Source: an optimization exercise on an open RTL-to-GDS flow (aim: small area and a short achievable clock period). Production flows keep margins and buffers that such runs may drop.
Where RTL was checked, it was by simulation tests only, not by an equivalence proof against the original.
Power figures rest on the tool's default switching activity, not on a simulated workload.

## counter
module counter(out,data,load,reset,clk);
parameter n=939;
output[n-1:0] out;
input[n-1:0] data;
input load,clk,reset;
reg[n-1:0] out;
wire[n-1:0] nxt;
wire[234:0] gn;    
wire bf0;
wire bf1;
wire bf2;
wire bf3;
wire bf4;
wire bf5;
wire bf6;
wire bf7;
wire bf8;
wire bf9;
wire bf10;
wire bf11;
wire bf12;
wire bf13;
wire bf14;
wire bf15;
wire bf16;
wire bf17;
wire bf18;
wire bf19;
wire bf20;
wire bf21;
wire bf22;
wire bf23;
wire bf24;
wire bf25;
wire bf26;
wire bf27;
wire bf28;
wire bf29;
wire bf30;
wire bf31;
wire bf32;
wire bf33;
wire bf34;
wire bf35;
wire bf36;
wire bf37;
wire bf38;
wire bf39;
wire bf40;
wire bf41;
wire bf42;
wire bf43;
wire bf44;
wire bf45;
wire bf46;
wire bf47;
wire bf48;
wire bf49;
wire bf50;
wire bf51;
wire bf52;
wire bf53;
wire bf54;
wire bf55;
wire bf56;
wire bf57;
wire bf58;
wire bf59;
wire bf60;
wire bf61;
wire bf62;
wire bf63;
wire bf64;
wire bf65;
wire bf66;
wire bf67;
wire bf68;
wire bf69;
wire bf70;
wire bf71;
wire bf72;
wire bf73;
wire bf74;
wire bf75;
wire bf76;
wire bf77;
wire bf78;
wire bf79;
wire bf80;
wire bf81;
wire bf82;
wire bf83;
wire bf84;
wire bf85;
wire bf86;
wire bf87;
wire bf88;
wire bf89;
wire bf90;
wire bf91;
wire bf92;
wire bf93;
wire bf94;
wire bf95;
wire bf96;
wire bf97;
wire bf98;
wire bf99;
wire bf100;
wire bf101;
wire bf102;
wire bf103;
wire bf104;
wire bf105;
wire bf106;
wire bf107;
wire bf108;
wire bf109;
wire bf110;
wire bf111;
wire bf112;
wire bf113;
wire bf114;
wire bf115;
wire bf116;
wire p0_1;
wire p0_2;
wire p0_3;
wire p0_4;
wire p0_5;
wire p0_6;
wire p0_7;
wire p0_8;
wire p0_9;
wire p0_10;
wire p0_11;
wire p0_12;
wire p0_13;
wire p0_14;
wire p0_15;
wire p0_16;
wire p0_17;
wire p0_18;
wire p0_19;
wire p0_20;
wire p0_21;
wire p0_22;
wire p0_23;
wire p0_24;
wire p0_25;
wire p0_26;
wire p0_27;
wire p0_28;
wire p0_29;
wire p0_30;
wire p0_31;
wire p0_32;
wire p0_33;
wire p0_34;
wire p0_35;
wire p0_36;
wire p0_37;
wire p0_38;
  ...
For scale: ~1900 I/O pins, about 0.050 mm2 of cells after synthesis.
export LEC_CHECK = 0
export CAP_MARGIN = 20
export CORE_AREA = 4 4 556 176
export CTS_CLUSTER_DIAMETER = 60
export CTS_CLUSTER_SIZE = 20
export DIE_AREA = 0 0 560 180
export PLACE_DENSITY = 0.5
export SETUP_SLACK_MARGIN = 3.9
export SLEW_MARGIN = 20
export SYNTH_HIERARCHICAL = 1
export SYNTH_MINIMUM_KEEP_SIZE = 0
create_clock -name core_clock -period 7.0 [get_ports {clk}]
standard.sh (not shown) runs the stock make flow with config.mk's settings and CLKGATE_MAP_FILE= SYNTH_SCRIPT=/design/flow/synth_recipe.tcl, a recipe that flattens the netlist after the stock synthesis.
==> flow/flow/run.sh <==
#!/bin/bash
export BUFFER_PORTS_ARGS="-buffer_cell sky130_fd_sc_hd__buf_1"
export PLACE_PINS_ARGS="-min_distance 1 -min_distance_in_tracks"
cp standard.sh standard.sh.txt
bash standard.sh > standard.log 2>&1
Then changed:
Settings changed: CAP_MARGIN 20 to 10, PLACE_DENSITY 0.5 to 0.7, SETUP_SLACK_MARGIN 3.9 to 4.0, SLEW_MARGIN 20 to 10.
=> Utilization went up by 1.7 points. Global-route usage climbs by 4.8 points. Sequential power is about the same.
Then changed:
Settings changed: CAP_MARGIN 10 to 20, CORE_AREA 4 4 556 176 to 4 4 596 186, DIE_AREA 0 0 560 180 to 0 0 600 190, PLACE_DENSITY 0.7 to 0.5, SLEW_MARGIN 10 to 20.
What happened: The new run finished with timing, DRC and antenna clean. Global-route usage is lower by 9.0 points. Cell count grows by 2.8%. Clock skew fell by 0.0076 ns. Via count is lower by 5.8%. Critical path depth goes up by 2. Final area rose by about 0.9%. Sequential cell count is unchanged. Clock power stays flat. Setup slack is worse by 0.016 ns.
Then changed:
Settings changed: CORE_AREA 4 4 596 186 to 4 4 556 176, DIE_AREA 0 0 600 190 to 0 0 560 180, PLACE_DENSITY 0.5 to 0.45.
After rerunning: Non-clock buffer count drops by 55; die area drops by 12%; synthesized cell count does not change; wire length shrinks by 2.5%.
Then changed:
Settings changed: CORE_AREA 4 4 556 176 to 4 4 336 336, CTS_BUF_LIST set to sky130_fd_sc_hd__clkbuf_4 sky130_fd_sc_hd__clkbuf_8, CTS_CLUSTER_DIAMETER 60 to unset, DIE_AREA 0 0 560 180 to 0 0 340 340, PLACE_DENSITY 0.45 to 0.6, SETUP_SLACK_MARGIN 4.0 to 4.3.
Outcome: The changed run aborted during 5_1_grt. Synthesized area stays the same. Synthesized cell count does not change.

* * *

## run a
counter, a different RTL version from the one above (not shown whole).
Size: ~1,900 I/O pins, about 0.053 mm² of cells after synthesis.
Settings: LEC_CHECK=0, CAP_MARGIN=20, CORE_AREA=4 4 336 336, DIE_AREA=0 0 340 340, PLACE_DENSITY=0.6, SETUP_SLACK_MARGIN=4.0, SLEW_MARGIN=20, SYNTH_HIERARCHICAL=1, SYNTH_MINIMUM_KEEP_SIZE=0; clock period 7.0 ns.
Scripts as last shown in full above: flow/flow/run.sh
Input-level comparison between run b and run a:
--- a/flow/config.mk
+++ b/flow/config.mk
@@ -6,10 +6,10 @@
 export NUM_CORES = 4
 export LEC_CHECK = 0
-export CAP_MARGIN = 20
+export CAP_MARGIN = 40
 export CORE_AREA = 4 4 336 336
 export DIE_AREA = 0 0 340 340
 export PLACE_DENSITY = 0.6
-export SETUP_SLACK_MARGIN = 4.0
-export SLEW_MARGIN = 20
+export SETUP_SLACK_MARGIN = 4.5
+export SLEW_MARGIN = 40
 export SYNTH_HIERARCHICAL = 1
 export SYNTH_MINIMUM_KEEP_SIZE = 0
### Flow results
- Run b did not make it past global routing, where a tool error ended it.
- As far as number of placement rows goes, run a and run b are indistinguishable; the numbers are identical.
- Diff run a -> run b: final RePlAce weighted congestion shows an increase of 3.1%; buffers inserted during post-CTS setup optimization has increased; net count after synthesis shows no meaningful change.
- What run b reported for number of instances resized during post-cts repair has to be multiplied by 0.093 to get the figure for run a.
- Run b vs. run a: instance area after placement rose 0.93%; synthesized cell count about even; total placed cells including tap cells about even; worst slack at placement rose 0.75 ns; detailed placement HPWL about even.
Function was not checked in any run of this note: the RTL went through the layout flow alone.

[static timing again, ports no longer ideal]
Ports are ideal in the flow. The routed layouts listed here were re-timed in OpenROAD.
Step 1 assumes that a clkbuf_16 drives the clock port and a buf_2 every other input.
Step 2 times the ports against the registers' clock, not the clock port: input delays grow and output delays shrink by t, the midpoint of the rising clock arrivals with the driver on.
Slacks: ideal ports / drivers / drivers and shift; pairs: ideal ports / drivers.
| run | shift t [ns] | setup WS [ns] | hold slack, ns | clock arrival spread, ns |
|---|---|---|---|---|
| the first run of note 1 | 0.758 | 3.854 / 3.854 / 3.284 | 0.580 / 0.580 / 0.580 | 0.024 / 0.024 |
| the second run of note 1 | 0.766 | 3.914 / 3.914 / 3.219 | 0.624 / 0.624 / 0.624 | 0.040 / 0.040 |
| the third run of note 1 | 0.752 | 3.898 / 3.898 / 3.362 | 0.562 / 0.562 / 0.562 | 0.033 / 0.032 |
| the fourth run of note 1 | 0.755 | 3.946 / 3.946 / 3.328 | 0.616 / 0.616 / 0.616 | 0.040 / 0.040 |
| run a | 0.792 | 3.832 / 3.832 / 3.510 | 0.592 / 0.592 / 0.592 | 0.024 / 0.023 |
After both steps setup and hold are still met in every run listed. For the second run of note 1, which loses most, drivers alone change the setup slack by 0.000 ns; drivers and shift together by -0.695 ns.
